From an optimization exercise on the open Yosys and OpenROAD flow, aimed at small area, a short achievable clock period and few clock cycles per item; shortcuts taken in it are not production practice.
RTL that was checked went through simulation tests only; none was proved equivalent to the original.
No functional check of the RTL was part of run 1.

**design/flow/design.v**
```verilog
module bitcoin_hash (input logic clk, reset_n, start,
                     input logic [15:0] message_addr, output_addr,
                     output logic done, mem_we,
                     output logic [15:0] mem_addr,
                     output logic [31:0] mem_write_data,
                     input logic [31:0] mem_read_data);
  localparam logic [31:0] IV0 = 32'h6a09e667, IV1 = 32'hbb67ae85,
                          IV2 = 32'h3c6ef372, IV3 = 32'ha54ff53a,
                          IV4 = 32'h510e527f, IV5 = 32'h9b05688c,
                          IV6 = 32'h1f83d9ab, IV7 = 32'h5be0cd19;
  localparam logic [2047:0] KTAB = {
    32'h428a2f98, 32'h71374491, 32'hb5c0fbcf, 32'he9b5dba5, 32'h3956c25b, 32'h59f111f1, 32'h923f82a4, 32'hab1c5ed5,
    32'hd807aa98, 32'h12835b01, 32'h243185be, 32'h550c7dc3, 32'h72be5d74, 32'h80deb1fe, 32'h9bdc06a7, 32'hc19bf174,
    32'he49b69c1, 32'hefbe4786, 32'h0fc19dc6, 32'h240ca1cc, 32'h2de92c6f, 32'h4a7484aa, 32'h5cb0a9dc, 32'h76f988da,
    32'h983e5152, 32'ha831c66d, 32'hb00327c8, 32'hbf597fc7, 32'hc6e00bf3, 32'hd5a79147, 32'h06ca6351, 32'h14292967,
    32'h27b70a85, 32'h2e1b2138, 32'h4d2c6dfc, 32'h53380d13, 32'h650a7354, 32'h766a0abb, 32'h81c2c92e, 32'h92722c85,
    32'ha2bfe8a1, 32'ha81a664b, 32'hc24b8b70, 32'hc76c51a3, 32'hd192e819, 32'hd6990624, 32'hf40e3585, 32'h106aa070,
    32'h19a4c116, 32'h1e376c08, 32'h2748774c, 32'h34b0bcb5, 32'h391c0cb3, 32'h4ed8aa4a, 32'h5b9cca4f, 32'h682e6ff3,
    32'h748f82ee, 32'h78a5636f, 32'h84c87814, 32'h8cc70208, 32'h90befffa, 32'ha4506ceb, 32'hbef9a3f7, 32'hc67178f2
  };
  function automatic logic [31:0] rotr(input logic [31:0] x, input int r);
    rotr = (x >> r) | (x << (32 - r));
  endfunction
  function automatic logic [63:0] csa(input logic [31:0] x, y, z);
    logic [31:0] s, c;
    s = x ^ y ^ z;
    c = (x & y) | (x & z) | (y & z);
    csa = {c[30:0], 1'b0, s};
  endfunction
  localparam logic [3:0] IDLE = 4'd0, FILL = 4'd1, LD1 = 4'd2, B1 = 4'd3, FF1 = 4'd4,
                         LD2F = 4'd5, B2 = 4'd6, LD3 = 4'd7, B3 = 4'd8, LD2N = 4'd9,
                         OUTX = 4'd10, OUTY = 4'd11;
  logic [3:0]  ph;
  logic [5:0]  t;
  logic [3:0]  n;
  logic [31:0] a, b, c, d, e, f, g, hkw;
  logic [31:0] W [0:15];
  logic [31:0] ma [0:3];
  logic [31:0] me [0:3];
  wire rnd  = (ph == B1) | (ph == B2) | (ph == B3);
  wire ldiv = (ph == LD1) | (ph == LD3);
  wire ldm  = (ph == LD2F) | (ph == LD2N);
  wire [31:0] S1 = rotr(e, 6) ^ rotr(e, 11) ^ rotr(e, 25);
  wire [31:0] S0 = rotr(a, 2) ^ rotr(a, 13) ^ rotr(a, 22);
  wire [31:0] ch = (e & f) ^ (~e & g);
  wire [31:0] mj = (a & b) | (c & (a | b));
  wire [63:0] pa1 = csa(hkw, ch, mj);
  wire [63:0] pa2 = csa(pa1[31:0], pa1[63:32], S1);
  wire [63:0] pa3 = csa(pa2[31:0], pa2[63:32], S0);
  wire [31:0] a_new = pa3[31:0] + pa3[63:32];
  wire [63:0] pe1 = csa(hkw, ch, d);
  wire [63:0] pe2 = csa(pe1[31:0], pe1[63:32], S1);
  wire [31:0] e_new = pe2[31:0] + pe2[63:32];
  wire [5:0]  kidx = t + 6'd1;
  wire [31:0] kw   = KTAB[(6'd63 - kidx) * 32 +: 32];
  wire [31:0] hx   = ldm ? me[3] : ldiv ? IV7 : g;
  wire [31:0] hy   = (ph == LD3) ? a : W[1];
  wire [31:0] hz   = (ph == LD3) ? ma[3] : 32'd0;
  wire [63:0] ph1  = csa(hx, kw, hy);
  wire [63:0] ph2  = csa(ph1[31:0], ph1[63:32], hz);
  wire [31:0] hkw_new = ph2[31:0] + ph2[63:32];
  wire [31:0] s0w = rotr(W[1], 7) ^ rotr(W[1], 18) ^ (W[1] >> 3);
  wire [31:0] s1w = rotr(W[14], 17) ^ rotr(W[14], 19) ^ (W[14] >> 10);
  wire [63:0] pw1 = csa(W[0], W[9], s0w);
  wire [63:0] pw2 = csa(pw1[31:0], pw1[63:32], s1w);
  wire [31:0] w_new = pw2[31:0] + pw2[63:32];
  wire        useM = (ph == B2) | (ph == LD3);
  wire [1:0]  k    = rnd ? (2'd0 - t[1:0]) : 2'd0;
  logic [31:0] iva, ive;
  always_comb begin
    case (k)
      2'd0: begin iva = IV0; ive = IV4; end
      2'd1: begin iva = IV1; ive = IV5; end
      2'd2: begin iva = IV2; ive = IV6; end
      default: begin iva = IV3; ive = IV7; end
    endcase
  end
  wire [31:0] fa = (useM ? ma[3] : iva) + a;
  wire [31:0] fe = (useM ? me[3] : ive) + e;
  wire ffw  = (t >= 6'd61);
  wire rot  = (rnd & ffw & (ph != B3)) | (ph == FF1) | (ph == LD3);
  wire rld  = (ph == B1) | (ph == FF1);
  wire        inj1 = (ph == B1) & (t >= 6'd50);
  wire        inj3 = (ph == B3) & (t >= 6'd49);
  wire [4:0]  j    = inj1 ? {1'b0, t[3:0]} - 5'd2 : inj3 ? {1'b0, t[3:0]} - 5'd1 :
                     (ph == FF1) ? 5'd14 : 5'd15;
  wire        inj  = inj1 | inj3 | (ph == FF1) | ldm;
  wire [3:0]  nn   = (ph == B1) ? 4'd0 : n + 4'd1;
  wire        c3   = ((ph == B2) & (t >= 6'd57)) | (ph == LD3);
  logic [31:0] w15;
  always_comb begin
    if ((ph == FILL) | (ph == LD1) | (inj & (j < 5'd3))) w15 = mem_read_data;
    else if (inj) begin
      if (j == 5'd3) w15 = {28'd0, nn};
      else if (j == 5'd4) w15 = 32'h80000000;
      else if (j == 5'd15) w15 = 32'd640;
      else w15 = 32'd0;
    end else if (c3) begin
      if (ph == LD3) w15 = 32'd256;
      else if (t == 6'd57) w15 = 32'h80000000;
      else w15 = 32'd0;
    end else w15 = w_new;
  end
  wire        wr_next = (ph == LD2N) | (ph == OUTX) | ((ph == B3) & (t == 6'd63));
  logic [4:0] off;
  always_comb begin
    if (ph == IDLE) off = 5'd0;
    else if (ph == FILL) off = {1'b0, t[3:0]} + 5'd1;
    else if (ph == B1) off = t[4:0] - 5'd0;       
    else off = t[4:0] + 5'd1;                     
  end
  wire [15:0] abase = wr_next ? output_addr : message_addr;
  wire [15:0] aoff  = wr_next ? {12'd0, (ph == OUTX) ? 4'd15 : n} : {11'd0, off};
  integer i;
  always_ff @(posedge clk) begin
    if (ldiv) begin
      a <= IV0; b <= IV1; c <= IV2; d <= IV3; e <= IV4; f <= IV5; g <= IV6;
    end else if (ldm) begin
      a <= ma[0]; b <= ma[1]; c <= ma[2]; d <= ma[3];
      e <= me[0]; f <= me[1]; g <= me[2];
    end else begin
      a <= a_new; b <= a; c <= b; d <= c;
      e <= e_new; f <= e; g <= f;
    end
    hkw <= hkw_new;
    for (i = 0; i < 15; i = i + 1) W[i] <= W[i+1];
    W[15] <= w15;
    if (ph == B2 && t == 6'd61) begin W[6] <= fa; W[10] <= fe; end
    if (ph == B2 && t == 6'd62) begin W[4] <= fa; W[8]  <= fe; end
    if (ph == B2 && t == 6'd63) begin W[2] <= fa; W[6]  <= fe; end
    if (ph == LD3)              begin W[0] <= fa; W[4]  <= fe; end
    if (rot) begin
      ma[1] <= ma[0]; ma[2] <= ma[1]; ma[3] <= ma[2];
      me[1] <= me[0]; me[2] <= me[1]; me[3] <= me[2];
      ma[0] <= rld ? fa : ma[3];
      me[0] <= rld ? fe : me[3];
    end
    mem_write_data <= fa;
    mem_addr <= abase + aoff;
    if (!reset_n) begin
      ph <= IDLE;
      done <= 1'b0;
      mem_we <= 1'b0;
    end else begin
      mem_we <= 1'b0;
      case (ph)
        IDLE: if (start) begin
          done <= 1'b0;
          ph <= FILL;
          t <= 6'd0;
          n <= 4'd0;
        end
        FILL: begin
          t <= t + 6'd1;
          if (t == 6'd15) begin ph <= LD1; t <= 6'd63; end
        end
        LD1: begin ph <= B1; t <= 6'd0; end
        B1: if (t == 6'd63) ph <= FF1; else t <= t + 6'd1;
        FF1: ph <= LD2F;
        LD2F: begin ph <= B2; t <= 6'd0; end
        B2: if (t == 6'd63) ph <= LD3; else t <= t + 6'd1;
        LD3: begin ph <= B3; t <= 6'd0; end
        B3: if (t == 6'd63) ph <= (n == 4'd15) ? OUTX : LD2N; else t <= t + 6'd1;
        LD2N: begin ph <= B2; t <= 6'd0; n <= n + 4'd1; mem_we <= 1'b1; end
        OUTX: begin ph <= OUTY; mem_we <= 1'b1; end
        OUTY: begin ph <= IDLE; done <= 1'b1; end
        default: ph <= IDLE;
      endcase
    end
  end
endmodule
```
**design/flow/constraint.sdc**
```tcl
create_clock -name core_clock -period 12.0 [get_ports {clk}]
set_input_delay 2.4000 -clock core_clock [delete_from_list [all_inputs] [get_ports {clk}]]
set_output_delay 2.4000 -clock core_clock [all_outputs]
set_load 0.01 [all_outputs]
```
**design/flow/config.mk**
```make
export PLATFORM = sky130hd
export DESIGN_NAME = bitcoin_hash
export DESIGN_NICKNAME = bitcoin_hash
export VERILOG_FILES = /design/flow/design.v
export SDC_FILE = /design/flow/constraint.sdc
export NUM_CORES = 4
export LEC_CHECK = 0
export CAP_MARGIN = 20
export CORE_MARGIN = 2
export CORE_UTILIZATION = 40
export PLACE_DENSITY = 0.6
export SLEW_MARGIN = 20
```
**design/flow/run.sh**
```bash
#!/bin/bash
# synth_recipe.tcl (not shown) runs the flow's synth.tcl, then flattens the netlist and writes it again
# the make line also repeats each setting of config.mk as NAME=value (left out here)
make -C /OpenROAD-flow-scripts/flow DESIGN_CONFIG=/design/flow/config.mk WORK_HOME=/design/flow/orfs CLKGATE_MAP_FILE= SYNTH_SCRIPT=/design/flow/synth_recipe.tcl finish
```
==> impl_metrics.toml, run 1 <==
[clocking]
cts_resized = 0
cts-buffers-inserted = 112
post-cts-setup-buffers = 0
tritoncts = "yes"
cts_max_level = 3
tritoncts_num_sinks = 1088
cts.reportedPaths.clkPinSlew_ns = 0.06
clock_path_buffers = 3
clock_latency_ns = 0.76
ctsHoldBuffers = 0
clk_root_buffer_cell = "clkbuf_16"

[sta]
max_freq_mhz = 116
worst_pin_slew_ns = 1.23
timing.setup.tns_ns = 0
finalMaxSlewViolations = 0
timing.final.crit_share_pct = 72.0
hold_ws_ns = 0.305
finalSetupViolations = 0
post-route-min-period_ns = 8.64
count_of_endpoints_failing_hold_in_the_final_timing_report = 0
max-slew-margin-rel_pct = 17.2
skew_ns = 0.0969
rsz0062_at_grt = "false"

[yosys]
postSynthNetCount = 6429
avgSynthCellArea_um2 = 9.54
postSynthRegisterBits = 1088
synthesized_instance_count = 5863
yosys_warnings = 4
synthDistinctLibCells = 84
synth_enable_flop_cells = 266
ys_seq_area_share_pct = 43.7
synth_ff_type = "dfxtp_1"
mappedNetlistArea_um2 = 55900
ys_async_sr_fraction_pct = 0

[layout]
seq_area_um2 = 24400
fraction_of_layout_cells_with_a_size_suffix_above_1_pct = 6.49
finish.instance_area_um2 = 63100
layout_commonest_cell = "nand2_1"
multiInputGateArea_um2 = 28900
layout.nets = 6437
n_fill_cell = 13467
most-common-layout-cells = "nand2_1, dfxtp_1, inv_1, a21oi_1, o21ai_0"
syn2layout_area_growth_pct = 12.9

[routing]
detail_route.iter0.violations = 4967
drt_wl_total_mm = 206
route.antenna.remaining_nets = 0
drt_first_pass_iters = 6
routed_wire_length_per_instance_um = 26.3
vias_per_cell = 5.55
drcViolationCount = 0
detailroute.via_count = 43536

[global_route]
grt.total_usage_pct = 28.6
grt_first_pass_wirelength_mm = 296
number_of_antenna_violations_at_the_first_check_in_global_routing = 13
vias_in_the_first_global_route = 41452
grt.overflow.total = 0
grt_max_degree = 153

[worst_setup_path]
path_max_fanout = 61
critPathTopFamily = "compound AO/OA/AOI/OAI gates"
start_kind = "flip-flop"
max_stage_delay_ns = 0.84
crit_top_cell = "o21ai_0"
cp-end-kind = "flip-flop"
critPathRequiredTime_ns = 12.59
critical_path_class = "flip-flop to flip-flop"
critPathBufInv = 4
critical-path-slowest-cell = "a2111oi_0"
worstPathArrival_ns = 9.23

[flow_run]
max_cap_viol_count = 0

[die]
fp.dieW_um = 378
top_level_ports = 117
die-height_um = 378
die_area_um2 = 143000
fp-row-count = 137
fp.coreArea_um2 = 139000
initial_utilization_pct = 40.2

[outcome]
run_status = "complete, no violations"

[hold_path]
min_path_type = "flip-flop to flip-flop"

[placement]
dp.final_hpwl_mm = 156
dpl_cell_area_um2 = 59200
port-buffer-count = 116
gp_congestion = 0.964
==> logic make-up after synthesis <==
kind of cell | Yosys count | share of synthesized area [%]
buffers and inverters | 740 | 5.04
muxes | 51 | 1.02
xor gates and xnor gates | 448 | 7.02
AOI/OAI and AO/OA | 1342 | 15.1
and+or+nand+nor | 1665 | 12.7
adders and majority gates | 529 | 15.5
DFF | 1088 | 43.7
==> path summary, 6_finish.rpt <==
path	cells past startpoint	slack [ns]	start	endpoint
min	0	0.30	W[12][26]$_DFF_P_	W[11][26]$_DFF_P_
min reg2reg	0	0.30	W[12][26]$_DFF_P_	W[11][26]$_DFF_P_
max	25	3.36	t[0]$_DFFE_PP_	hkw[30]$_DFF_P_
max reg2reg	25	3.36	t[0]$_DFFE_PP_	hkw[30]$_DFF_P_
==> cell usage after synthesis (all sizes together), types with 40 or more instances <==
| library cell | count | share of area, % |
|---|---|---|
| nand2 | 1004 | 6.7 |
| ha | 218 | 4.9 |
| edfxtp | 266 | 14 |
| nand3 | 174 | 1.6 |
| clkbuf | 291 | 2.0 |
| a21o | 112 | 1.5 |
| o21ai | 340 | 3.0 |
| fa | 281 | 10 |
| dfxtp | 822 | 29 |
| a31oi | 40 | 0.45 |
| buf | 43 | 0.36 |
| o211ai | 47 | 0.63 |
| nor3 | 61 | 0.55 |
| a211oi | 73 | 1.0 |
| a21oi | 397 | 3.6 |
| xor2 | 113 | 1.8 |
| nor2 | 237 | 1.6 |
| xnor2 | 335 | 5.2 |
| inv | 403 | 2.7 |
==> worst reg2reg max path, stage by stage, from the launching register on <==
cell	delay [ns]
edfxtp_1	0.32
buf_4	0.42
clkinv_1	0.85
nor2_1	0.42
nand3_1	0.23
xnor2_2	0.18
buf_4	0.57
xnor2_1	0.21
nor3_1	0.06
a21oi_1	0.19
o21ai_0	0.15
o21ai_0	0.76
fa_1	0.57
fa_1	0.44
inv_1	0.07
ha_1	0.20
a21o_1	0.13
a21oi_1	0.14
o211ai_1	0.33
nand3_1	0.25
a2111oi_0	0.84
o21a_1	0.26
o21ai_0	0.22
a211oi_1	0.45
nor4_1	0.09
nand3b_1	0.16
==> registers in the layout (all words and copies together), names as in the netlist, 6 cells and up <==
register        flops
ma                128
c                  32
me                128
mem_write_data     32
f                  32
d                  32
g                  32
W                 512
a                  32
hkw                32
b                  32
mem_addr           16
e                  32
t                   6
==> metal layers <==
metal / share of wire [%] / up-vias / global-route usage (%)
li1: - / 19876 / -
met1: 43 / 21491 / 40.1
met2: 44 / 1812 / 44.3
met3: 7.9 / 353 / 4.60
met4: 4.2 / 4 / 10.9
met5: 0.013 / - / 0
==> cell type report <==
cell class,count,share of cell area [%]
well taps,1876,3.72
inverters,406,2.41
flip-flops and latches,1088,38.7
repair buffers,228,3.19
multi-input cells,4035,45.8
clock inverters,50,0.995
diodes,2,0.00793
clock buffers,158,5.19
==> metrics by stage <==
stage	instances	setup WS, ns	utilization, %
6_report	7843	3.36	45.4
5_1_grt	7841	2.81	45.4
4_1_cts	7841	3.50	45.3
3_5_place_dp	7633	3.59	42.5
3_3_place_gp	7632	3.64	42.5
2_1_floorplan	5863	1.36	-
==> run 2: changes to the inputs <==
--- a/design/flow/design.v
+++ b/design/flow/design.v
@@ -52,6 +52,6 @@
   wire [63:0] pe2 = csa(pe1[31:0], pe1[63:32], S1);
   wire [31:0] e_new = pe2[31:0] + pe2[63:32];
-  wire [5:0]  kidx = t + 6'd1;
-  wire [31:0] kw   = KTAB[(6'd63 - kidx) * 32 +: 32];
+  wire [2047:0] KNEXT = {KTAB[2015:0], KTAB[2047:2016]};
+  wire [31:0] kw   = KNEXT[(6'd63 - t) * 32 +: 32];
   wire [31:0] hx   = ldm ? me[3] : ldiv ? IV7 : g;
   wire [31:0] hy   = (ph == LD3) ? a : W[1];
--- a/design/flow/config.mk
+++ b/design/flow/config.mk
@@ -10,3 +10,4 @@
 export CORE_UTILIZATION = 40
 export PLACE_DENSITY = 0.6
+export SETUP_SLACK_MARGIN = 5
 export SLEW_MARGIN = 20
==> impl_metrics.toml, run 2 <==
[sta]
worst_pin_slew_ns = 1.30
max-slew-margin-rel_pct = 12.4
count_of_endpoints_failing_hold_in_the_final_timing_report = 0
timing.setup.tns_ns = 0
finalSetupViolations = 0
finalMaxSlewViolations = 0
final_critical_path_setup_slack_ns = 5.33
rsz0062_at_grt = "false"
post-route-min-period_ns = 6.67
timing.final.crit_share_pct = 55.6
max_freq_mhz = 150
skew_ns = 0.106
hold_ws_ns = 0.285

[routing]
top_signal_layer_used = "met5"
routed_wire_length_per_instance_um = 26.1
detail_route.iter0.violations = 4723
drt_first_pass_iters = 6
met2_wirelength_mm = 89.3
drcViolationCount = 0
routed-wl-met3_mm = 16.8
detailroute.via_count = 43337
drt_wl_total_mm = 204
vias_per_cell = 5.55
route.antenna.remaining_nets = 0
detail_route.wirelength.met1_mm = 88.4

[yosys]
ys_seq_area_share_pct = 43.8
synth_ff_type = "dfxtp_1"
mappedNetlistArea_um2 = 55800
synth_area_leaders = "dfxtp_1, edfxtp_1, fa_1"
avgSynthCellArea_um2 = 9.59
synth_largest_area_cell = "dfxtp_1"
ys_async_sr_fraction_pct = 0
synthesized_instance_count = 5819
post-synth-top-count-cell = "nand2_1"
synthDistinctLibCells = 89
synth_top_cells_by_count = "nand2_1, dfxtp_1, inv_1, a21oi_1, o21ai_0"
postSynthNetCount = 6398
synth_enable_flop_cells = 266
netlist.area_leader.share_pct = 29.5
postSynthRegisterBits = 1088
yosys_warnings = 4

[clocking]
cts_max_level = 3
ctsHoldBuffers = 0
tritoncts_num_sinks = 1088
clk_root_buffer_cell = "clkbuf_16"
clock_path_buffers = 3
cts.reportedPaths.clkPinSlew_ns = 0.06
clock_latency_ns = 0.79
tritoncts = "yes"
cts-buffers-inserted = 113

[worst_setup_path]
path_max_fanout = 22
critical-path-slowest-cell = "ha_1"
max_stage_delay_ns = 0.52
reg2reg_to = "hkw[30]$_DFF_P_"
setup.reg_to_reg.worst_slack_ns = 5.33
timing.critical_path.from = "t[0]$_DFFE_PP_"
critPathTopFamily = "compound AO/OA/AOI/OAI gates"
timing.reg2reg.worst_path_depth = 23
cp_cell_sequence = "buf_4, ha_1, inv_1, ha_1, nor2_1, mux2i_1, nor2_1, a311oi_1, a21oi_2, fa_1, fa_1, inv_1, ha_1, and3_1, and3_1, a211oi_2, o32a_1, a21oi_1, o41ai_2, nor2b_1, o21a_1, o21a_1, o311ai_0"
cp-end-kind = "flip-flop"
critical_path_class = "flip-flop to flip-flop"
worstReg2RegStart = "t[0]$_DFFE_PP_"
crit_top_cell = "ha_1"
worstPathArrival_ns = 7.24
critPathRequiredTime_ns = 12.57
critPathBufInv = 3
start_kind = "flip-flop"

[global_route]
grt_first_pass_wirelength_mm = 294
grt_max_degree = 176
grt.overflow.total = 0
vias_in_the_first_global_route = 41790
grt.total_usage_pct = 28.4
number_of_antenna_violations_at_the_first_check_in_global_routing = 17

[hold_path]
min_path_type = "flip-flop to flip-flop"
worstHoldStart = "W[13][1]$_DFF_P_"
min_delay_path_depth = 0
timing.hold.worst_endpoint = "W[12][1]$_DFF_P_"

[die]
fp-row-count = 137
top_level_ports = 117
fp.coreArea_um2 = 139000
initial_utilization_pct = 40.2
die_area_um2 = 143000
die-height_um = 378
fp.dieW_um = 378

[layout]
regMostFlops = "W"
top_regs = "W x512, ma x128, me x128"
layout.nets = 6411
fraction_of_layout_cells_with_a_size_suffix_above_1_pct = 6.81
layout_commonest_cell = "nand2_1"
finish.instance_area_um2 = 63100
largest_reg_flops = 512
most-common-layout-cells = "nand2_1, dfxtp_1, inv_1, a21oi_1, o21ai_0"
syn2layout_area_growth_pct = 13.1

[placement]
dp.final_hpwl_mm = 154
port-buffer-count = 116
place_worst_setup_slack_ns = 5.00
dpl_cell_area_um2 = 59100
gp_congestion = 0.971

[flow_run]
max_cap_viol_count = 0

[outcome]
run_status = "complete, no violations"
## run 2: cell count changes in the layout (fill, tap and decap cells not counted), sizes merged, moves of 10 or more
cell   change
nand2     -30
a21o      -26
nor2      +26
a21oi     -24
xnor2     -17
ha        +13
o21a      +12
inv       -10
nand3     -10
## run 2: what timing repair did
item / 4_1_cts / 5_1_grt
endpoints found under the setup margin: 1 / 7
gates cloned: 0 / 1
hold endpoints to repair: 0 / 0
setup buffers: 0 / 6
resized for setup: 5 / 13
## run 2: area by class of cell
| cell class | count | area [µm²] |
|---|---|---|
| Antenna cell | 4 | 10.0 |
| Clock buffer | 158 | 3220 |
| Clock inverter | 54 | 717 |
| Fill cell | 13285 | 75900 |
| Inverter | 397 | 1500 |
| Multi-Input combinational cell | 4008 | 28900 |
| Sequential cell | 1088 | 24400 |
| Tap cell | 1876 | 2350 |
| Timing Repair Buffer | 224 | 2040 |
## run 2: routing by layer
layer  vias up  global-route usage [%]
li1      19744                       -
met1     21355                    39.8
met2      1885                    43.4
met3       351                    4.43
met4         2                    11.9
met5         -                       0
## run 2: worst reg2reg max path: cells and delay by family (launching register included)
kind	cells	cell delay (ns)
mux	1	0.10
compound gates	9	2.39
simple gates	5	0.81
buf+inv	3	0.61
fa+ha+maj	5	2.27
flops	1	0.32
## run 2: metrics by stage
stage,cells,util (%)
after CTS,7798,45.3
after floorplan,5819,-
final,7809,45.4
after global routing,7805,45.4
after detailed placement,7586,42.5
after global placement,7586,42.5
## run 2: logic make-up after synthesis
family	after synthesis	synth area share, %
and+or+nand+nor	1665	12.7
AOI/OAI and AO/OA	1304	14.7
DFF	1088	43.8
buffers and inverters	723	4.93
adders and majority gates	542	15.8
xor gates and xnor gates	440	6.90
muxes	57	1.23
## run 2: how the worst max path moves through the flow
stage	slack (ns)	depth (start not counted)	endpoint
after floorplan	2.11	6	ma[0][0]$_DFFE_PP_
after global placement	5.08	25	hkw[31]$_DFF_P_
after detailed placement	5.00	22	hkw[30]$_DFF_P_
after CTS	5.00	18	hkw[30]$_DFF_P_
after global routing	5.00	22	hkw[30]$_DFF_P_
final	5.33	23	hkw[30]$_DFF_P_
Testbench counts of run 2, summed over its fixed seeds: cycles 34,640, jobs 16.
==> run 3: changes to the inputs <==
--- a/design/flow/config.mk
+++ b/design/flow/config.mk
@@ -10,4 +10,3 @@
 export CORE_UTILIZATION = 40
 export PLACE_DENSITY = 0.6
-export SETUP_SLACK_MARGIN = 5
 export SLEW_MARGIN = 20
==> impl_metrics.toml, run 3 <==
[layout]
most-common-layout-cells = "nand2_1, dfxtp_1, inv_1, a21oi_1, o21ai_0"
n_fill_cell = 13243
finish.instance_area_um2 = 63000
regMostFlops = "W"
top_regs = "W x512, ma x128, me x128"
largest_reg_flops = 512
syn2layout_area_growth_pct = 12.9
layout.core_utilization_pct = 45.3
fraction_of_layout_cells_with_a_size_suffix_above_1_pct = 6.39
stdcell_count = 7810
layout_commonest_cell = "nand2_1"
layout.nets = 6408

[sta]
rsz0062_at_grt = "false"
post-route-min-period_ns = 7.48
timing.setup.tns_ns = 0
count_of_endpoints_failing_hold_in_the_final_timing_report = 0
worst_pin_slew_ns = 1.22
skew_ns = 0.0867
finalMaxSlewViolations = 0
max-slew-margin-rel_pct = 17.9
timing.final.crit_share_pct = 62.3
max_freq_mhz = 134
finalSetupViolations = 0
hold_ws_ns = 0.295

[clocking]
cts.reportedPaths.clkPinSlew_ns = 0.06
cts_max_level = 3
cts-buffers-inserted = 116
cts_resized = 0
tritoncts = "yes"
clk_root_buffer_cell = "clkbuf_16"
post-cts-setup-buffers = 0
ctsHoldBuffers = 0
clock_path_buffers = 3
tritoncts_num_sinks = 1088
clock_latency_ns = 0.78

[placement]
dpl_cell_area_um2 = 59000
port-buffer-count = 116
dp.final_hpwl_mm = 155
gp_congestion = 0.993
dpl.cell_count = 7587

[yosys]
post-synth-top-count-cell = "nand2_1"
synth_enable_flop_cells = 266
synthesized_instance_count = 5819
yosys_warnings = 4
synth_xor_xnor_area_share_pct = 6.90
synth_largest_area_cell = "dfxtp_1"
synth_ff_type = "dfxtp_1"
ys_seq_area_share_pct = 43.8
synth_area_leaders = "dfxtp_1, edfxtp_1, fa_1"
synthDistinctLibCells = 89
post_synth_and_or_nand_nor_area_fraction_pct = 12.7
netlist.area_leader.share_pct = 29.5
avgSynthCellArea_um2 = 9.59
mappedNetlistArea_um2 = 55800
synth-compound-area-share_pct = 14.7
synth_fa_ha_area_share_pct = 15.8
synth_top_family_by_area = "adder cells"
postSynthNetCount = 6398
synth_top_cells_by_count = "nand2_1, dfxtp_1, inv_1, a21oi_1, o21ai_0"
ys_async_sr_fraction_pct = 0
postSynthRegisterBits = 1088
muxShareOfSynthArea_pct = 1.23

[global_route]
groute.layer.met3.usage_pct = 5.33
grt.overflow.total = 0
met1_usage_pct = 39.0
busiest_layer = "met2"
grt_first_pass_wirelength_mm = 293
global_routing_usage_on_met2_pct = 43.7
grt.total_usage_pct = 28.5
vias_in_the_first_global_route = 41338
number_of_antenna_violations_at_the_first_check_in_global_routing = 17
grt_max_degree = 161

[die]
initial_utilization_pct = 40.2
die-height_um = 378
die_area_um2 = 143000
fp.coreArea_um2 = 139000
top_level_ports = 117
fp-row-count = 137
fp.dieW_um = 378

[worst_setup_path]
path_max_fanout = 19
crit_top_cell = "a21oi_1"
timing.reg2reg.worst_path_depth = 24
cp_cell_sequence = "buf_4, clkinv_1, ha_1, inv_1, nor2_1, a21oi_1, o21ai_0, a211oi_1, a21oi_1, o21ai_0, fa_1, fa_1, inv_1, ha_1, a21oi_1, o21ai_0, a311oi_1, o32a_1, a21oi_1, o41ai_1, nor2b_1, o21a_1, o21a_1, o311ai_0"
reg2reg_to = "hkw[30]$_DFF_P_"
cp-end-kind = "flip-flop"
worstReg2RegStart = "t[1]$_DFFE_PP_"
setup.reg_to_reg.worst_slack_ns = 4.52
start_kind = "flip-flop"
critical_path_class = "flip-flop to flip-flop"
critical-path-slowest-cell = "ha_1"
max_stage_delay_ns = 0.83
critPathRequiredTime_ns = 12.59
worstPathArrival_ns = 8.07

[routing]
drcViolationCount = 0
routed_wire_length_per_instance_um = 26.1
drt_wl_total_mm = 204
detailroute.via_count = 43316
detail_route.iter0.violations = 4551
drt_first_pass_iters = 6
vias_per_cell = 5.55
route.antenna.remaining_nets = 0

[hold_path]
timing.hold.worst_endpoint = "W[9][22]$_DFF_P_"
worstHoldStart = "W[10][22]$_DFF_P_"
min_delay_path_depth = 0
min_path_type = "flip-flop to flip-flop"

[flow_run]
max_cap_viol_count = 0

[outcome]
run_status = "complete, no violations"
==> run 3: layer usage <==
| layer | up-vias | wire, µm |
|---|---|---|
| met3 | 342 | 18700 |
| met4 | 4 | 9700 |
| met2 | 1971 | 90000 |
| li1 | 19757 | - |
| met1 | 21242 | 85700 |
| met5 | - | 29 |
==> run 3: kinds of logic after synthesis <==
| logic type | count (synthesis) |
|---|---|
| simple gates | 1665 |
| compound gates | 1304 |
| flops | 1088 |
| buf+inv | 723 |
| fa+ha+maj | 542 |
| xor+xnor | 440 |
| mux | 57 |
==> run 3: layout make-up <==
| cell class | count | area, µm² | share of cell area, % |
|---|---|---|---|
| Antenna cell | 6 | 15.0 | 0.0238 |
| Clock buffer | 164 | 3340 | 5.30 |
| Clock inverter | 53 | 654 | 1.04 |
| Inverter | 397 | 1490 | 2.36 |
| Multi-Input combinational cell | 4008 | 28800 | 45.7 |
| Sequential cell | 1088 | 24400 | 38.8 |
| Tap cell | 1876 | 2350 | 3.72 |
| Timing Repair Buffer | 218 | 1950 | 3.10 |
==> run 3: worst max-delay path, delay by kind of cell (launching register included) <==
family | cells | cell delay, ns
adders and majority gates | 4 | 2.25
buffers and inverters | 4 | 0.94
AOI/OAI and AO/OA | 14 | 3.24
DFF | 1 | 0.32
and+or+nand+nor | 2 | 0.54
==> run 3: worst max path at each step <==
stage | start | to | slack, ns | cells past startpoint
2_1_floorplan | t[0]$_DFFE_PP_ | ma[0][0]$_DFFE_PP_ | 1.92 | 7
3_5_place_dp | t[1]$_DFFE_PP_ | hkw[30]$_DFF_P_ | 4.73 | 24
4_1_cts | t[1]$_DFFE_PP_ | hkw[30]$_DFF_P_ | 4.63 | 24
3_3_place_gp | ph[2]$_SDFFE_PN0P_ | hkw[30]$_DFF_P_ | 4.74 | 18
6_report | t[1]$_DFFE_PP_ | hkw[30]$_DFF_P_ | 4.52 | 24
5_1_grt | t[1]$_DFFE_PP_ | hkw[31]$_DFF_P_ | 4.07 | 27
==> run 3: stage by stage <==
step	setup slack [ns]
2_1_floorplan	1.92
3_3_place_gp	4.74
3_5_place_dp	4.73
4_1_cts	4.63
5_1_grt	4.07
6_report	4.52
==> run 4: changes to the inputs <==
--- a/design/flow/design.v
+++ b/design/flow/design.v
@@ -38,7 +38,10 @@
   logic [31:0] ma [0:3];
   logic [31:0] me [0:3];
+  logic f_ldiv, f_ldm, f_ld3, f_useM;
+  logic [1:0] f_k;
+  logic [31:0] kr;    
   wire rnd  = (ph == B1) | (ph == B2) | (ph == B3);
-  wire ldiv = (ph == LD1) | (ph == LD3);
-  wire ldm  = (ph == LD2F) | (ph == LD2N);
+  wire ldiv = f_ldiv;
+  wire ldm  = f_ldm;
   wire [31:0] S1 = rotr(e, 6) ^ rotr(e, 11) ^ rotr(e, 25);
   wire [31:0] S0 = rotr(a, 2) ^ rotr(a, 13) ^ rotr(a, 22);
@@ -52,12 +55,9 @@
   wire [63:0] pe2 = csa(pe1[31:0], pe1[63:32], S1);
   wire [31:0] e_new = pe2[31:0] + pe2[63:32];
-  wire [2047:0] KNEXT = {KTAB[2015:0], KTAB[2047:2016]};
-  wire [31:0] kw   = KNEXT[(6'd63 - t) * 32 +: 32];
-  wire [31:0] hx   = ldm ? me[3] : ldiv ? IV7 : g;
-  wire [31:0] hy   = (ph == LD3) ? a : W[1];
-  wire [31:0] hz   = (ph == LD3) ? ma[3] : 32'd0;
-  wire [63:0] ph1  = csa(hx, kw, hy);
-  wire [63:0] ph2  = csa(ph1[31:0], ph1[63:32], hz);
-  wire [31:0] hkw_new = ph2[31:0] + ph2[63:32];
+  localparam logic [2047:0] KNEXT = {KTAB[2015:0], KTAB[2047:2016]};
+  wire [31:0] hx   = ldm ? me[3] : f_ld3 ? (IV7 + 32'h428a2f98) : ldiv ? IV7 : g;
+  wire [31:0] hy   = f_ld3 ? a : W[1];
+  wire [63:0] ph1  = csa(hx, kr, hy);
+  wire [31:0] hkw_new = ph1[31:0] + ph1[63:32];
   wire [31:0] s0w = rotr(W[1], 7) ^ rotr(W[1], 18) ^ (W[1] >> 3);
   wire [31:0] s1w = rotr(W[14], 17) ^ rotr(W[14], 19) ^ (W[14] >> 10);
@@ -65,6 +65,6 @@
   wire [63:0] pw2 = csa(pw1[31:0], pw1[63:32], s1w);
   wire [31:0] w_new = pw2[31:0] + pw2[63:32];
-  wire        useM = (ph == B2) | (ph == LD3);
-  wire [1:0]  k    = rnd ? (2'd0 - t[1:0]) : 2'd0;
+  wire        useM = f_useM;
+  wire [1:0]  k    = f_k;
   logic [31:0] iva, ive;
   always_comb begin
@@ -112,4 +112,24 @@
   wire [15:0] abase = wr_next ? output_addr : message_addr;
   wire [15:0] aoff  = wr_next ? {12'd0, (ph == OUTX) ? 4'd15 : n} : {11'd0, off};
+  logic [3:0] ph_nx;
+  logic [5:0] t_nx;
+  always_comb begin
+    ph_nx = ph; t_nx = t;
+    case (ph)
+      IDLE: if (start) begin ph_nx = FILL; t_nx = 6'd0; end
+      FILL: if (t == 6'd15) begin ph_nx = LD1; t_nx = 6'd63; end else t_nx = t + 6'd1;
+      LD1:  begin ph_nx = B1; t_nx = 6'd0; end
+      B1:   if (t == 6'd63) ph_nx = FF1; else t_nx = t + 6'd1;
+      FF1:  ph_nx = LD2F;
+      LD2F: begin ph_nx = B2; t_nx = 6'd0; end
+      B2:   if (t == 6'd63) ph_nx = LD3; else t_nx = t + 6'd1;
+      LD3:  begin ph_nx = B3; t_nx = 6'd0; end
+      B3:   if (t == 6'd63) ph_nx = (n == 4'd15) ? OUTX : LD2N; else t_nx = t + 6'd1;
+      LD2N: begin ph_nx = B2; t_nx = 6'd0; end
+      OUTX: ph_nx = OUTY;
+      OUTY: ph_nx = IDLE;
+      default: ph_nx = IDLE;
+    endcase
+  end
   integer i;
   always_ff @(posedge clk) begin
@@ -143,29 +163,18 @@
       mem_we <= 1'b0;
     end else begin
-      mem_we <= 1'b0;
-      case (ph)
-        IDLE: if (start) begin
-          done <= 1'b0;
-          ph <= FILL;
-          t <= 6'd0;
-          n <= 4'd0;
-        end
-        FILL: begin
-          t <= t + 6'd1;
-          if (t == 6'd15) begin ph <= LD1; t <= 6'd63; end
-        end
-        LD1: begin ph <= B1; t <= 6'd0; end
-        B1: if (t == 6'd63) ph <= FF1; else t <= t + 6'd1;
-        FF1: ph <= LD2F;
-        LD2F: begin ph <= B2; t <= 6'd0; end
-        B2: if (t == 6'd63) ph <= LD3; else t <= t + 6'd1;
-        LD3: begin ph <= B3; t <= 6'd0; end
-        B3: if (t == 6'd63) ph <= (n == 4'd15) ? OUTX : LD2N; else t <= t + 6'd1;
-        LD2N: begin ph <= B2; t <= 6'd0; n <= n + 4'd1; mem_we <= 1'b1; end
-        OUTX: begin ph <= OUTY; mem_we <= 1'b1; end
-        OUTY: begin ph <= IDLE; done <= 1'b1; end
-        default: ph <= IDLE;
-      endcase
+      ph <= ph_nx;
+      mem_we <= (ph == LD2N) | (ph == OUTX);
+      if (ph == IDLE && start) done <= 1'b0;
+      if (ph == OUTY) done <= 1'b1;
     end
+    t <= t_nx;
+    if (ph == IDLE) n <= 4'd0;
+    else if (ph == LD2N) n <= n + 4'd1;
+    f_ldiv <= (ph_nx == LD1) | (ph_nx == LD3);
+    f_ldm  <= (ph_nx == LD2F) | (ph_nx == LD2N);
+    f_ld3  <= (ph_nx == LD3);
+    f_useM <= (ph_nx == B2) | (ph_nx == LD3);
+    f_k    <= ((ph_nx == B1) | (ph_nx == B2) | (ph_nx == B3)) ? (2'd0 - t_nx[1:0]) : 2'd0;
+    kr     <= (ph_nx == LD3) ? ma[2] : KNEXT[(6'd63 - t_nx) * 32 +: 32];
   end
 endmodule
==> design/flow/flow/run.sh (new file) <==
#!/bin/bash
# Standard ORFS layout (the standard.sh), with the timing repair asked to
# overshoot the clock constraint so the achieved period is as short as it can be.
set -euo pipefail
bash standard.sh SETUP_SLACK_MARGIN=8 finish > flow_make.log 2>&1
==> design/flow/standard.sh (new file) <==
#!/bin/bash
# synth_recipe.tcl (not shown) runs the flow's synth.tcl, then flattens the netlist and writes it again
# the make line also repeats each setting of config.mk as NAME=value (left out here)
make -C /OpenROAD-flow-scripts/flow DESIGN_CONFIG=/design/flow/config.mk WORK_HOME=/design/flow/orfs CLKGATE_MAP_FILE= SYNTH_SCRIPT=/design/flow/synth_recipe.tcl "${@:-finish}"
removed: design/flow/run.sh
==> impl_metrics.toml, run 4 <==
[yosys]
post_synth_and_or_nand_nor_area_fraction_pct = 10.1
synth-compound-area-share_pct = 14.6
synth_enable_flop_cells = 256
avgSynthCellArea_um2 = 9.84
ys_seq_area_share_pct = 44.5
ys_async_sr_fraction_pct = 0
synth_fa_ha_area_share_pct = 14.3
muxShareOfSynthArea_pct = 4.72
synth_ff_type = "dfxtp_1"
synthDistinctLibCells = 95
synthesized_instance_count = 5732
netlist.area_leader.share_pct = 30.9
postSynthRegisterBits = 1126
mappedNetlistArea_um2 = 56400
synth_xor_xnor_area_share_pct = 6.49
postSynthNetCount = 6268
yosys_warnings = 4
synth_largest_area_cell = "dfxtp_1"
synth_area_leaders = "dfxtp_1, edfxtp_1, fa_1"
post-synth-top-count-cell = "dfxtp_1"
synth_top_cells_by_count = "dfxtp_1, nand2_1, inv_1, o21ai_0, a21oi_1"
synth_top_family_by_area = "compound AO/OA/AOI/OAI gates"

[die]
die_area_um2 = 144000
die-height_um = 380
fp-row-count = 137
top_level_ports = 117
fp.coreArea_um2 = 140000
fp.dieW_um = 380
initial_utilization_pct = 40.4

[sta]
hold_ws_ns = 0.320
skew_ns = 0.0536
max_freq_mhz = 207
max-slew-margin-rel_pct = 10.9
count_of_endpoints_failing_hold_in_the_final_timing_report = 0
timing.setup.tns_ns = 0
worst_pin_slew_ns = 1.32
timing.final.crit_share_pct = 40.3
post-route-min-period_ns = 4.83
finalSetupViolations = 0
finalMaxSlewViolations = 0
rsz0062_at_grt = "true"

[outcome]
run_status = "complete, no violations"

[worst_setup_path]
critPathBufInv = 4
worstPathArrival_ns = 5.47
critical-path-slowest-cell = "fa_1"
path_max_fanout = 4
crit_top_cell = "fa_1"
timing.critical_path.to = "a[29]$_SDFF_PP1_"
max_stage_delay_ns = 0.54
cp-end-kind = "flip-flop"
timing.critical_path.from = "e[2]$_SDFF_PP1_"
worstReg2RegStart = "e[2]$_SDFF_PP1_"
critical_path_class = "flip-flop to flip-flop"
timing.reg2reg.worst_path_depth = 19
start_kind = "flip-flop"
setup.reg_to_reg.worst_slack_ns = 7.17
reg2reg_to = "a[29]$_SDFF_PP1_"
critPathTopFamily = "adder cells"
critPathRequiredTime_ns = 12.63
cp_cell_sequence = "mux2_4, buf_4, fa_1, inv_1, fa_1, inv_2, fa_1, inv_2, fa_2, nor2b_2, o21ai_2, a21boi_2, o31a_1, o21ai_4, nand2_4, a221o_1, a21oi_4, nor4b_1, or3_1"
cp_num_cells = 19

[global_route]
grt.overflow.total = 0
grt_max_degree = 128
number_of_antenna_violations_at_the_first_check_in_global_routing = 16
vias_in_the_first_global_route = 44298
grt.total_usage_pct = 29.5
grt_first_pass_wirelength_mm = 312

[clocking]
clock_path_buffers = 3
clk_root_buffer_cell = "clkbuf_16"
cts_max_level = 3
cts-buffers-inserted = 121
cts.reportedPaths.clkPinSlew_ns = 0.07
clock_latency_ns = 0.78
tritoncts_num_sinks = 1126
tritoncts = "yes"

[layout]
n_fill_cell = 12323
fraction_of_layout_cells_with_a_size_suffix_above_1_pct = 24.4
layout.nets = 6643
syn2layout_area_growth_pct = 28.9
regMostFlops = "W"
top_regs = "W x512, ma x128, me x128"
most-common-layout-cells = "dfxtp_1, nand2_1, inv_1, buf_4, o21ai_0"
layout_commonest_cell = "dfxtp_1"
seq_area_um2 = 25300
multiInputGateArea_um2 = 32900
largest_reg_flops = 512

[routing]
drt_first_pass_iters = 5
routed_wire_length_per_instance_um = 27.2
detail_route.iter0.violations = 4895
vias_per_cell = 5.65
drt_wl_total_mm = 220
drcViolationCount = 0
route.antenna.remaining_nets = 0
detailroute.via_count = 45743

[placement]
port-buffer-count = 116
dp.final_hpwl_mm = 153
gp_congestion = 0.994

[hold_path]
min_path_type = "flip-flop to flip-flop"

[flow_run]
max_cap_viol_count = 0
-- run 4: worst min-delay path by stage --
stage                                  from                end  slack, ns  cells after the start
after detailed placement  W[12][29]$_DFF_P_  W[11][29]$_DFF_P_       0.31                      0
final                     W[12][30]$_DFF_P_  W[11][30]$_DFF_P_       0.32                      0
after floorplan            W[12][0]$_DFF_P_   W[11][0]$_DFF_P_       0.31                      0
after CTS                 W[12][30]$_DFF_P_  W[11][30]$_DFF_P_       0.31                      0
after global routing        W[8][3]$_DFF_P_    W[7][3]$_DFF_P_       0.32                      0
after global placement     W[15][0]$_DFF_P_   W[14][0]$_DFF_P_       0.31                      0
-- run 4: final cells by class --
| type | count | area share (%) |
|---|---|---|
| well taps | 1876 | 3.23 |
| multi-input cells | 3825 | 45.2 |
| inverters | 436 | 2.33 |
| clock buffers | 162 | 4.71 |
| clock inverters | 64 | 1.09 |
| flip-flops and latches | 1126 | 34.8 |
| repair inverters | 1 | 0.0120 |
| repair buffers | 596 | 8.59 |
| diodes | 4 | 0.0138 |
-- run 4: repair_timing --
action,4_1_cts,5_1_grt
buffers inserted,248,139
cloned,18,6
gates resized for setup,761,471
hold buffers,0,0
endpoints found under the hold margin,0,0
pin swaps,240,318
setup endpoints to repair,407,242
-- run 4: cells by family after synthesis --
group / count (synthesis)
fa+ha+maj: 499
simple gates: 1321
xor+xnor: 418
mux: 260
buf+inv: 782
compound gates: 1326
flops: 1126
-- run 4: worst register-to-register path: stages (launching register included) --
cell and delay [ns]:
dfxtp_4 0.36, mux2_4 0.31, buf_4 0.14, fa_1 0.48, inv_1 0.06, fa_1 0.51, inv_2 0.06, fa_1 0.54
inv_2 0.05, fa_2 0.38, nor2b_2 0.15, o21ai_2 0.08, a21boi_2 0.20, o31a_1 0.33, o21ai_4 0.12, nand2_4 0.10
a221o_1 0.24, a21oi_4 0.10, nor4b_1 0.15, or3_1 0.37
-- run 4: through the flow --
step	instance area (µm²)	utilization, %	setup slack, ns	cells
after floorplan	57400	-	2.39	5732
after global placement	59800	42.8	5.73	7449
after detailed placement	59900	42.8	5.70	7449
after CTS	69600	49.9	7.18	7941
after global routing	72700	52.1	7.05	8086
final	72700	52.1	7.17	8090
-- run 4: per-layer routing --
| layer | routed length [µm] | track usage, % |
|---|---|---|
| met2 | 97300 | 45.8 |
| met5 | 42 | 0 |
| met4 | 15100 | 16.4 |
| met1 | 88300 | 38.8 |
| met3 | 19500 | 5.45 |
Testbench counts of run 4, summed over its fixed seeds: cycles 34,640, jobs 16.

what the ideal ports hide:
Ports are ideal in the flow. The routed layouts listed here were re-timed in OpenROAD.
Step 1 assumes that a clkbuf_16 drives the clock port and a buf_2 every other input.
Step 2 moves the port delays by t, midway between the first and last clock arrival at a register: inputs arrive t later, outputs are due t later. That takes back most of the time a late clock gives input paths.
Slacks: ideal ports / drivers / drivers and shift; pairs: ideal ports / drivers.
| run | t (ns) | setup WS [ns] | worst data-port slew with drivers (ns) |
|---|---|---|---|
| run 1 | 0.788 | 3.362 / 3.362 / 3.362 | 0.07 |
| run 2 | 0.811 | 5.325 / 5.325 / 5.325 | 0.07 |
| run 3 | 0.820 | 4.520 / 4.520 / 4.520 | 0.06 |
| run 4 | 0.827 | 7.165 / 7.165 / 7.047 | 0.08 |
After both steps setup and hold are still met in every run listed. For run 4, which loses most, drivers alone change the setup slack by 0.000 ns; drivers and shift together by -0.118 ns.
